Background: an optimization exercise with open tools, aiming at small area. Do not read the settings as production practice.
RTL that was checked went through simulation tests only; none was proved equivalent to the original.
Power and IR drop assume default switching activity.

==> flow/design.v (excerpt) <==
module LEGLiteSingle(
	iaddr,		 
	daddr,		 
	dwrite,		 
	dread,		 
	dwdata,		 
	alu_out,	 
	clock,
	idata,		 
	ddata,		 
	reset,
	probe
	);
==> module RegFile, before the edit <==
module RegFile(
	input  logic clock,
	input  logic [15:0] wdata,
	input  logic [2:0] waddr,
	input  logic write,
	input  logic [2:0] raddr_a,
	output logic [15:0] rdata_a,
	input  logic [2:0] raddr_b0,    
	input  logic [2:0] raddr_b1,    
	input  logic sel_b1,
	output logic [15:0] rdata_b
	);
logic [6:0][15:0] x;
logic [1:0][6:0] we, sa, sb;
logic [2:0] raddr_b;
assign raddr_b = sel_b1 ? raddr_b1 : raddr_b0;
logic [3:0] wpn, apn, bpn;
logic [1:0] wqn, aqn, bqn;
Pre7 wpre(.a(waddr), .en(write), .pn(wpn), .qn(wqn));
Pre7 apre(.a(raddr_a), .en(1'b1), .pn(apn), .qn(aqn));
Pre7 bpre(.a(raddr_b), .en(1'b1), .pn(bpn), .qn(bqn));
genvar h, k;
generate for (h = 0; h < 2; h = h + 1) begin : half
	Sel7 wdec(.pn(wpn), .qn(wqn), .y(we[h]));
	Sel7 adec(.pn(apn), .qn(aqn), .y(sa[h]));
	Sel7 bdec(.pn(bpn), .qn(bqn), .y(sb[h]));
	for (k = 0; k < 7; k = k + 1) begin : regs
		always_ff @(posedge clock)
			if (we[h][k]) x[k][8*h +: 8] <= wdata[8*h +: 8];
	end
	logic [55:0] ta, tb;    
	for (k = 0; k < 7; k = k + 1) begin : terms
		assign ta[8*k +: 8] = x[k][8*h +: 8] & {8{sa[h][k]}};
		assign tb[8*k +: 8] = x[k][8*h +: 8] & {8{sb[h][k]}};
	end
	assign rdata_a[8*h +: 8] = ta[7:0] | ta[15:8] | ta[23:16] | ta[31:24] |
	                           ta[39:32] | ta[47:40] | ta[55:48];
	assign rdata_b[8*h +: 8] = tb[7:0] | tb[15:8] | tb[23:16] | tb[31:24] |
	                           tb[39:32] | tb[47:40] | tb[55:48];
end endgenerate
endmodule
==> module ALU, before the edit <==
module ALU(
	input  logic [15:0] a,
	input  logic [15:0] b,
	input  logic sub,
	output logic [15:0] sum
	);
logic [15:0] bx;
logic [16:0] c;      
logic [15:0] s0;     
logic [15:0] p;      
logic cm, ch;        
assign bx = b ^ {16{sub}};
genvar i;
generate for (i = 0; i < 16; i = i + 1) begin : add
	logic ci;
	if (i == 0)                   assign ci = sub;
	else if (i == 8 || i == 12) assign ci = 1'b0;
	else                          assign ci = c[i];
	assign s0[i] = a[i] ^ bx[i] ^ ci;
	assign c[i+1] = (a[i] & bx[i]) | (a[i] & ci) | (bx[i] & ci);
	if (i == 8 || i == 12) assign p[i] = 1'b1;
	else if (i > 8)       assign p[i] = p[i-1] & s0[i-1];
	else                   assign p[i] = 1'b0;
end endgenerate
assign cm = c[8];
assign ch = c[12] | (cm & p[11] & s0[11]);
assign sum[7:0]   = s0[7:0];
assign sum[11:8]  = s0[11:8]  ^ (p[11:8]  & {4{cm}});
assign sum[15:12] = s0[15:12] ^ (p[15:12] & {4{ch}});
endmodule
==> module Control, before the edit <==
module Control(
	input  logic [3:0] opcode,
	output logic is_ld,      
	output logic is_st,      
	output logic is_b,       
	output logic is_cbz,     
	output logic regwrite,   
	output logic ld_data,    
	output logic is_andi,    
	output logic sub,        
	output logic useimm,     
	output logic b_rt,       
	output logic b_keep      
	);
always_comb begin
	is_ld    = opcode == 4'd5;
	is_st    = opcode == 4'd6;
	is_b     = opcode == 4'd4;
	is_cbz   = opcode == 4'd7;
	regwrite = opcode == 4'd0 || opcode == 4'd1 || opcode == 4'd5 ||
	           opcode == 4'd8 || opcode == 4'd9 || opcode == 4'd10;
	ld_data  = opcode[2];
	is_andi  = opcode[3] & opcode[0];
	sub      = opcode[3] ? opcode[1] : (opcode[0] & ~opcode[2]);
	useimm   = opcode[3] ? ~opcode[0] : opcode[2];
	b_rt     = opcode[1];
	b_keep   = ~opcode[3] & ~opcode[2];
end
endmodule
==> module LEGLiteSingle, before the edit <==
module LEGLiteSingle(
	iaddr,		 
	daddr,		 
	dwrite,		 
	dread,		 
	dwdata,		 
	alu_out,	 
	clock,
	idata,		 
	ddata,		 
	reset,
	probe
	);
output [15:0] iaddr;
output [15:0] daddr;
output dwrite;
output dread;
output [15:0] dwdata;
output [15:0] alu_out;
input clock;
input [15:0] idata;
input [15:0] ddata;
input reset;
output [15:0] probe;
wire [15:0] simm = {{10{idata[11]}}, idata[11:6]};
assign probe = simm;
wire is_ld, is_st, is_b, is_cbz, regwrite, ld_data, is_andi, sub, useimm, b_rt, b_keep;
Control ctrl(
	.opcode(idata[15:12]),
	.is_ld(is_ld), .is_st(is_st), .is_b(is_b), .is_cbz(is_cbz),
	.regwrite(regwrite), .ld_data(ld_data), .is_andi(is_andi), .sub(sub),
	.useimm(useimm), .b_rt(b_rt), .b_keep(b_keep)
	);
assign dread = is_ld;
assign dwrite = is_st;
wire [15:0] rda, rdb, wd;
RegFile rf(
	.clock(clock),
	.wdata(wd), .waddr(idata[2:0]), .write(regwrite),
	.raddr_a(idata[5:3]), .rdata_a(rda),
	.raddr_b0(idata[11:9]), .raddr_b1(idata[2:0]), .sel_b1(b_rt), .rdata_b(rdb)
	);
assign dwdata = rdb;
wire [15:0] amask = simm | {16{~is_andi}};
wire [15:0] opa = rda & amask;
wire [15:0] simmg = simm & {16{useimm}};
wire [15:0] opb = (rdb & {16{b_keep}}) | simmg;
wire [15:0] sum;
ALU alu(.a(opa), .b(opb), .sub(sub), .sum(sum));
assign daddr = sum;
assign alu_out = sum;
assign wd = ld_data ? ddata : sum;
wire zero = ~|opa;    
wire taken = is_b | (is_cbz & zero);
wire [14:0] pc;
PCLogic pcl(.clock(clock), .reset(reset), .taken(taken), .simm(simm[14:0]), .pc(pc));
assign iaddr = {pc, 1'b0};
endmodule
Settings: LEC_CHECK=0, CAP_MARGIN=10, CORE_MARGIN=2, CORE_UTILIZATION=50, GPL_TIMING_DRIVEN=0, SLEW_MARGIN=10; clock period 12.0 ns.
standard.sh (not shown) runs the stock make flow with config.mk's settings and CLKGATE_MAP_FILE= SYNTH_SCRIPT=/design/flow/synth_recipe.tcl, a recipe that flattens the netlist after the stock synthesis.
==> flow/flow/run.sh <==
#!/bin/bash
# Layout flow: the standard layout (standard.sh), except that synthesis maps
# the combinational logic with an area-oriented ABC script (flow/abc.script)
# and keeps the decoder stage Sel7 apart, so that its two copies per
# port stay.
# Registers, their names and cell types are as in the standard synthesis.
# The floorplan removes the buffers synthesis put on pass-through wires
# (REMOVE_ABC_BUFFERS); placement then buffers every port as usual.
set -euo pipefail
W=$(pwd)
F=$(cd "$(dirname "${BASH_SOURCE[0]}")" && pwd)

# ORFS's synth.tcl with the ABC script replaced
sed '/synth_preamble.tcl/a lset abc_args 1 '"$F"'/abc.script' \
    "$FLOW_HOME/scripts/synth.tcl" > "$W/area_synth.tcl"
grep -q "lset abc_args 1" "$W/area_synth.tcl"
# The standard flow's synthesis wrapper, sourcing the copy above
sed 's#source \$::env(SCRIPTS_DIR)/synth.tcl#source '"$W"'/area_synth.tcl#' \
    "$W/synth_recipe.tcl" > "$W/area_synth_recipe.tcl"
grep -q "area_synth.tcl" "$W/area_synth_recipe.tcl"
# standard.sh with that synthesis script
sed -E 's#SYNTH_SCRIPT=[^ ]+#SYNTH_SCRIPT='"$W"'/area_synth_recipe.tcl#' \
    "$W/standard.sh" > "$W/area_standard.sh"
grep -q "area_synth_recipe.tcl" "$W/area_standard.sh"

# port buffers: the smallest buffer; no dummy clock-tree loads
export BUFFER_PORTS_ARGS="-buffer_cell sky130_fd_sc_hd__buf_1"
export CTS_ARGS="-sink_clustering_enable -repair_clock_nets -dont_use_dummy_load -sink_clustering_size 8 -buf_list {sky130_fd_sc_hd__clkbuf_4} -root_buf sky130_fd_sc_hd__clkbuf_4"
# repair with small buffers (and upsizing) rather than 6x-16x buffers:
# the platform's don't-use cells plus the large buffers
DU=$(make -s -C "$FLOW_HOME" DESIGN_CONFIG="$W/config.mk" WORK_HOME="$W/orfs" print-DONT_USE_CELLS | sed -n 's/^DONT_USE_CELLS: //p')
[ -n "$DU" ]
DU="$DU sky130_fd_sc_hd__buf_6 sky130_fd_sc_hd__buf_8 sky130_fd_sc_hd__buf_12 sky130_fd_sc_hd__buf_16"
bash "$W/area_standard.sh" "DONT_USE_CELLS=$DU" "SYNTH_KEEP_MODULES=Sel7" REMOVE_ABC_BUFFERS=1 finish > "$W/make_finish.log" 2>&1 || { tail -50 "$W/make_finish.log"; exit 1; }
tail -5 "$W/make_finish.log"
==> flow/flow/abc.script <==
strash
&get -n
&fraig -x
&put
scorr
dc2
strash
&get -n
&dch -f
&nf -p -R 1000 -C 32
&put
Edit:
--- a/flow/design.v
+++ b/flow/design.v
@@ -29,8 +29,9 @@
 	output logic [15:0] rdata_a,
 	input  logic [2:0] raddr_b0,    
 	input  logic [2:0] raddr_b1,    
 	input  logic sel_b1,
+	input  logic en_b,
 	output logic [15:0] rdata_b
 	);
 logic [6:0][15:0] x;
 logic [1:0][6:0] we, sa, sb;
@@ -39,9 +40,9 @@
 logic [3:0] wpn, apn, bpn;
 logic [1:0] wqn, aqn, bqn;
 Pre7 wpre(.a(waddr), .en(write), .pn(wpn), .qn(wqn));
 Pre7 apre(.a(raddr_a), .en(1'b1), .pn(apn), .qn(aqn));
-Pre7 bpre(.a(raddr_b), .en(1'b1), .pn(bpn), .qn(bqn));
+Pre7 bpre(.a(raddr_b), .en(en_b), .pn(bpn), .qn(bqn));
 genvar h, k;
 generate for (h = 0; h < 2; h = h + 1) begin : half
 	Sel7 wdec(.pn(wpn), .qn(wqn), .y(we[h]));
 	Sel7 adec(.pn(apn), .qn(aqn), .y(sa[h]));
@@ -70,27 +71,27 @@
 logic [15:0] bx;
 logic [16:0] c;      
 logic [15:0] s0;     
 logic [15:0] p;      
-logic cm, ch;        
+logic c6, c11;       
 assign bx = b ^ {16{sub}};
 genvar i;
 generate for (i = 0; i < 16; i = i + 1) begin : add
 	logic ci;
-	if (i == 0)                   assign ci = sub;
-	else if (i == 8 || i == 12) assign ci = 1'b0;
-	else                          assign ci = c[i];
+	if (i == 0)                 assign ci = sub;
+	else if (i == 6 || i == 11) assign ci = 1'b0;
+	else                        assign ci = c[i];
 	assign s0[i] = a[i] ^ bx[i] ^ ci;
 	assign c[i+1] = (a[i] & bx[i]) | (a[i] & ci) | (bx[i] & ci);
-	if (i == 8 || i == 12) assign p[i] = 1'b1;
-	else if (i > 8)       assign p[i] = p[i-1] & s0[i-1];
+	if (i == 6 || i == 11) assign p[i] = 1'b1;
+	else if (i > 6)        assign p[i] = p[i-1] & s0[i-1];
 	else                   assign p[i] = 1'b0;
 end endgenerate
-assign cm = c[8];
-assign ch = c[12] | (cm & p[11] & s0[11]);
-assign sum[7:0]   = s0[7:0];
-assign sum[11:8]  = s0[11:8]  ^ (p[11:8]  & {4{cm}});
-assign sum[15:12] = s0[15:12] ^ (p[15:12] & {4{ch}});
+assign c6  = c[6];
+assign c11 = c[11] | (c6 & p[10] & s0[10]);
+assign sum[5:0]   = s0[5:0];
+assign sum[10:6]  = s0[10:6]  ^ (p[10:6]  & {5{c6}});
+assign sum[15:11] = s0[15:11] ^ (p[15:11] & {5{c11}});
 endmodule
 module Control(
 	input  logic [3:0] opcode,
 	output logic is_ld,      
@@ -101,8 +102,9 @@
 	output logic ld_data,    
 	output logic is_andi,    
 	output logic sub,        
 	output logic useimm,     
+	output logic b_en,       
 	output logic b_rt,       
 	output logic b_keep      
 	);
 always_comb begin
@@ -115,10 +117,11 @@
 	ld_data  = opcode[2];
 	is_andi  = opcode[3] & opcode[0];
 	sub      = opcode[3] ? opcode[1] : (opcode[0] & ~opcode[2]);
 	useimm   = opcode[3] ? ~opcode[0] : opcode[2];
+	b_en     = ~opcode[3] & ~(opcode[2] & opcode[0]);
 	b_rt     = opcode[1];
-	b_keep   = ~opcode[3] & ~opcode[2];
+	b_keep   = ~opcode[2];
 end
 endmodule
 module PCLogic(
 	input  logic clock,
@@ -166,23 +169,23 @@
 input reset;
 output [15:0] probe;
 wire [15:0] simm = {{10{idata[11]}}, idata[11:6]};
 assign probe = simm;
-wire is_ld, is_st, is_b, is_cbz, regwrite, ld_data, is_andi, sub, useimm, b_rt, b_keep;
+wire is_ld, is_st, is_b, is_cbz, regwrite, ld_data, is_andi, sub, useimm, b_en, b_rt, b_keep;
 Control ctrl(
 	.opcode(idata[15:12]),
 	.is_ld(is_ld), .is_st(is_st), .is_b(is_b), .is_cbz(is_cbz),
 	.regwrite(regwrite), .ld_data(ld_data), .is_andi(is_andi), .sub(sub),
-	.useimm(useimm), .b_rt(b_rt), .b_keep(b_keep)
+	.useimm(useimm), .b_en(b_en), .b_rt(b_rt), .b_keep(b_keep)
 	);
 assign dread = is_ld;
 assign dwrite = is_st;
 wire [15:0] rda, rdb, wd;
 RegFile rf(
 	.clock(clock),
 	.wdata(wd), .waddr(idata[2:0]), .write(regwrite),
 	.raddr_a(idata[5:3]), .rdata_a(rda),
-	.raddr_b0(idata[11:9]), .raddr_b1(idata[2:0]), .sel_b1(b_rt), .rdata_b(rdb)
+	.raddr_b0(idata[11:9]), .raddr_b1(idata[2:0]), .sel_b1(b_rt), .en_b(b_en), .rdata_b(rdb)
 	);
 assign dwdata = rdb;
 wire [15:0] amask = simm | {16{~is_andi}};
 wire [15:0] opa = rda & amask;
Outcome: Cell count grows by about 1.7%; total power shrinks by about 1.7%; maximum frequency grows by about 3.3%; clock-buffer cell count does not change; sequential power barely changes; area after synthesis grows by about 0.7%; via count grows by about 2.4%.
Only the layout flow was run in the first run of this note; the RTL was not checked for function there.

afterwards: timing with drivers on the ports:
In the flow no input, the clock included, has a driving cell. The finished layouts below were timed again as built, in two steps. Step 1: set_driving_cell puts a clkbuf_16 on clock and a buf_2 on each other input, an assumption about the parent block. Step 2, shift: input delay + t, output delay - t, t = (earliest + latest rising clock arrival at the registers) / 2. This alone moves slack from input paths to output paths. a / b / c = ideal / step 1 / step 2; a / b = the first two.
run	t (ns)	slack for setup (ns)	worst hold slack (ns)	worst slew at a driven data input, ns	cell pins on the clock port's net
the first run	0.579	0.359 / 0.329 / 0.222	0.603 / 0.603 / 0.603	0.04	1
the second run	0.567	0.727 / 0.704 / 0.460	0.619 / 0.619 / 0.619	0.05	1
After both steps every run listed still meets setup and hold. For the second run, which loses most, drivers alone change the setup slack by -0.023 ns; drivers and shift together by -0.267 ns.
